This design comes from an exercise in tuning for small area and a short achievable clock period on the open sky130 flow, not from production work.
Only simulation tests tie the RTL to the original design; equivalence was not proved.
Power is estimated from default activity; no workload was simulated.

// rv_exu
module rv_exu (
  input         clk,
  input         rst,
  input  [31:0] instr,
  input  [31:0] pc,
  input         stall,
  input         flush,
  input  [31:0] dmem_rdata,
  output        dmem_re,
  output        dmem_we,
  output [31:0] dmem_addr,
  output [31:0] dmem_wdata,
  output        br_taken,
  output [31:0] br_target,
  output        wb_we,
  output [4:0]  wb_rd,
  output [31:0] wb_data
);
clock: 24.0 ns
lec_check: 0
cap_margin: 20
core_margin: 2
core_utilization: 55
slew_margin: 20
synth_hierarchical: 1
synth_minimum_keep_size: 0
standard.sh (not shown) runs the stock make flow with config.mk's settings and CLKGATE_MAP_FILE= SYNTH_SCRIPT=/design/flow/synth_recipe.tcl, a recipe that flattens the netlist after the stock synthesis.
==> flow/flow/run.sh <==
#!/bin/bash
# The standard layout (standard.sh, all steps), with changes made only
# through ORFS's own variables:
#  - port buffers are buf_1 cells instead of the delay cell buffer_ports picks
#    by default (every port still gets its buffer);
#  - clock tree: no dummy loads, clkbuf_8/clkbuf_16, clusters of up to 24
#    sinks within 120 um;
#  - repair_timing aims for 13.9 ns of setup slack instead of 0, so that it
#    speeds up the paths that set the achieved period.
# make's output goes to flow.log here; each ORFS step logs under orfs/logs.
set -euo pipefail
export BUFFER_PORTS_ARGS="-buffer_cell sky130_fd_sc_hd__buf_1"
export CTS_ARGS="-sink_clustering_enable -repair_clock_nets -dont_use_dummy_load -buf_list {sky130_fd_sc_hd__clkbuf_8 sky130_fd_sc_hd__clkbuf_16} -sink_clustering_size 24 -sink_clustering_max_diameter 120"
export SETUP_SLACK_MARGIN=13.9
bash standard.sh > flow.log 2>&1
==> next run, changes <==
CORE_UTILIZATION = 45   (was 55)
What happened: Final area increases by 0.49%. Power decreases by 0.53%. Non-clock buffer count decreases by 7. Worst hold slack is better by 0.0084 ns. Synthesized cell count is unchanged.


## alpha
Another version of the RTL of rv_exu (not shown whole).
Size: ~3000 cells after synthesis, roughly 1200 flip-flops, ~240 I/O pins, about 0.050 mm^2 of cells after synthesis.
Settings: LEC_CHECK=0, CAP_MARGIN=20, CORE_MARGIN=2, CORE_UTILIZATION=50, SLEW_MARGIN=20, SYNTH_HIERARCHICAL=1, SYNTH_MINIMUM_KEEP_SIZE=0; clock period 24.0 ns.
==> flow/flow/run.sh <==
#!/bin/bash
# The standard layout (standard.sh, all steps), with changes made only
# through ORFS's own variables:
#  - port buffers are buf_1 cells instead of the delay cell buffer_ports picks
#    by default (every port still gets its buffer);
#  - clock tree: no dummy loads, clkbuf_8/clkbuf_16, clusters of up to 30
#    sinks within 100 um;
#  - repair_timing aims for 14.2 ns of setup slack instead of 0, so that it
#    speeds up the paths that set the achieved period.
# make's output goes to flow.log here; each ORFS step logs under orfs/logs.
set -euo pipefail
export BUFFER_PORTS_ARGS="-buffer_cell sky130_fd_sc_hd__buf_1"
export CTS_ARGS="-sink_clustering_enable -repair_clock_nets -dont_use_dummy_load -buf_list {sky130_fd_sc_hd__clkbuf_8 sky130_fd_sc_hd__clkbuf_16} -sink_clustering_size 30 -sink_clustering_max_diameter 100"
export SETUP_SLACK_MARGIN=14.2
bash standard.sh > flow.log 2>&1
Input changes introduced in beta (baseline for comparison: alpha):
==> flow/flow/run.sh <==
#!/bin/bash
# The standard layout (standard.sh, all steps), with changes made only
# through ORFS's own variables:
#  - port buffers are buf_1 cells instead of the delay cell buffer_ports picks
#    by default (every port still gets its buffer);
#  - clock tree: no dummy loads, clkbuf_8/clkbuf_16, clusters of up to 30
#    sinks within 100 um;
#  - repair_timing aims for 14.0 ns of setup slack instead of 0, so that it
#    speeds up the paths that set the achieved period.
# make's output goes to flow.log here; each ORFS step logs under orfs/logs.
set -euo pipefail
export BUFFER_PORTS_ARGS="-buffer_cell sky130_fd_sc_hd__buf_1"
export CTS_ARGS="-sink_clustering_enable -repair_clock_nets -dont_use_dummy_load -buf_list {sky130_fd_sc_hd__clkbuf_8 sky130_fd_sc_hd__clkbuf_16} -sink_clustering_size 30 -sink_clustering_max_diameter 100"
export SETUP_SLACK_MARGIN=14.0
bash standard.sh > flow.log 2>&1
-- flow/config.mk --
<<< alpha, line 7
export LEC_CHECK = 0
export CAP_MARGIN = 20
export CORE_MARGIN = 2
export CORE_UTILIZATION = 50
export SLEW_MARGIN = 20
export SYNTH_HIERARCHICAL = 1
>>> beta, line 7
export LEC_CHECK = 0
export CAP_MARGIN = 10
export CORE_MARGIN = 2
export CORE_UTILIZATION = 65
export SLEW_MARGIN = 10
export SYNTH_HIERARCHICAL = 1
Results
beta reached the end of the flow, and the finished layout is clean on the timing, design-rule and antenna checks.
On half-perimeter wire length after detailed placement, beta does better than alpha.
alpha has a higher number of antenna cells inserted than beta.
Relative to alpha, the wire length of the first global-routing pass of beta is lower by 23 mm.
Diff alpha -> beta: global-route usage rose 7.2 points; net load switching power now smaller.
[inputs] gamma vs beta
-- flow/config.mk --
<<< beta, line 7
export LEC_CHECK = 0
export CAP_MARGIN = 10
export CORE_MARGIN = 2
export CORE_UTILIZATION = 65
export SLEW_MARGIN = 10
export SYNTH_HIERARCHICAL = 1
>>> gamma, line 7
export LEC_CHECK = 0
export CAP_MARGIN = 20
export CORE_MARGIN = 2
export CORE_UTILIZATION = 50
export SLEW_MARGIN = 20
export SYNTH_HIERARCHICAL = 1
==> run notes <==
gamma reports its type of the setup path with the least slack as input port to output pin while beta reports register to output pin. Worst-case vdd ir drop, beta and gamma: smaller value in gamma. Slack of the worst reg-to-reg path: gamma vs beta up 0.23 ns. Internal power: beta vs gamma, no meaningful difference.
#### Input delta (delta over gamma)
==> flow/flow/run.sh <==
#!/bin/bash
# The standard layout (standard.sh, all steps), with changes made only
# through ORFS's own variables:
#  - port buffers are buf_1 cells instead of the delay cell buffer_ports picks
#    by default (every port still gets its buffer);
#  - clock tree: no dummy loads, clkbuf_8/clkbuf_16, clusters of up to 24
#    sinks within 120 um;
#  - repair_timing aims for 14.0 ns of setup slack instead of 0, so that it
#    speeds up the paths that set the achieved period.
# make's output goes to flow.log here; each ORFS step logs under orfs/logs.
set -euo pipefail
export BUFFER_PORTS_ARGS="-buffer_cell sky130_fd_sc_hd__buf_1"
export CTS_ARGS="-sink_clustering_enable -repair_clock_nets -dont_use_dummy_load -buf_list {sky130_fd_sc_hd__clkbuf_8 sky130_fd_sc_hd__clkbuf_16} -sink_clustering_size 24 -sink_clustering_max_diameter 120"
export SETUP_SLACK_MARGIN=14.0
bash standard.sh > flow.log 2>&1
==> run notes <==
delta against gamma: clock network power increased about 8%; sequential share of layout area decreased 0.23 points. Summary — sequential fraction of design power, delta relative to gamma: lower, by 0.9 points. delta: all stages complete, timing, DRC and antenna checks passed. Between gamma and delta, the effective utilization at floorplan does not differ in any meaningful way. Compared with gamma, delta has less setup slack. Fill cell instance count of the final layout: delta vs gamma, no meaningful difference. Compared with gamma, delta ends up with more cell area. Per the comparison of delta with gamma, detailed-route wire length shows no meaningful change, routed length on met2 shows no meaningful change, multi-input gate share of total cell area shows no meaningful change, post-layout total power shows an increase of about 1.6%.

afterwards: timing with drivers on the ports:
The results above use ideal ports. As a check the final layouts listed here were re-extracted and re-timed, cells and wires unchanged.
Step 1 assumes that a clkbuf_16 drives the clock port and a buf_2 every other input.
Step 2 moves the port delays by t, midway between the first and last clock arrival at a register: inputs arrive t later, outputs are due t later. That takes back most of the time a late clock gives input paths.
Three values: no drivers, after step 1, after step 2; two values: the first two.
| run | t (ns) | setup slack, ns | clock arrival spread, ns |
|---|---|---|---|
| the first run of note 1 | 0.753 | 13.922 / 13.902 / 13.902 | 0.078 / 0.078 |
| the second run of note 1 | 0.724 | 13.903 / 13.877 / 13.877 | 0.059 / 0.059 |
| alpha | 0.732 | 13.964 / 13.884 / 13.930 | 0.107 / 0.108 |
| beta | 0.704 | 13.977 / 13.901 / 13.961 | 0.117 / 0.117 |
| gamma | 0.748 | 13.972 / 13.931 / 13.931 | 0.079 / 0.079 |
| delta | 0.782 | 13.968 / 13.899 / 13.927 | 0.093 / 0.093 |
After both steps every run listed still meets setup and hold.
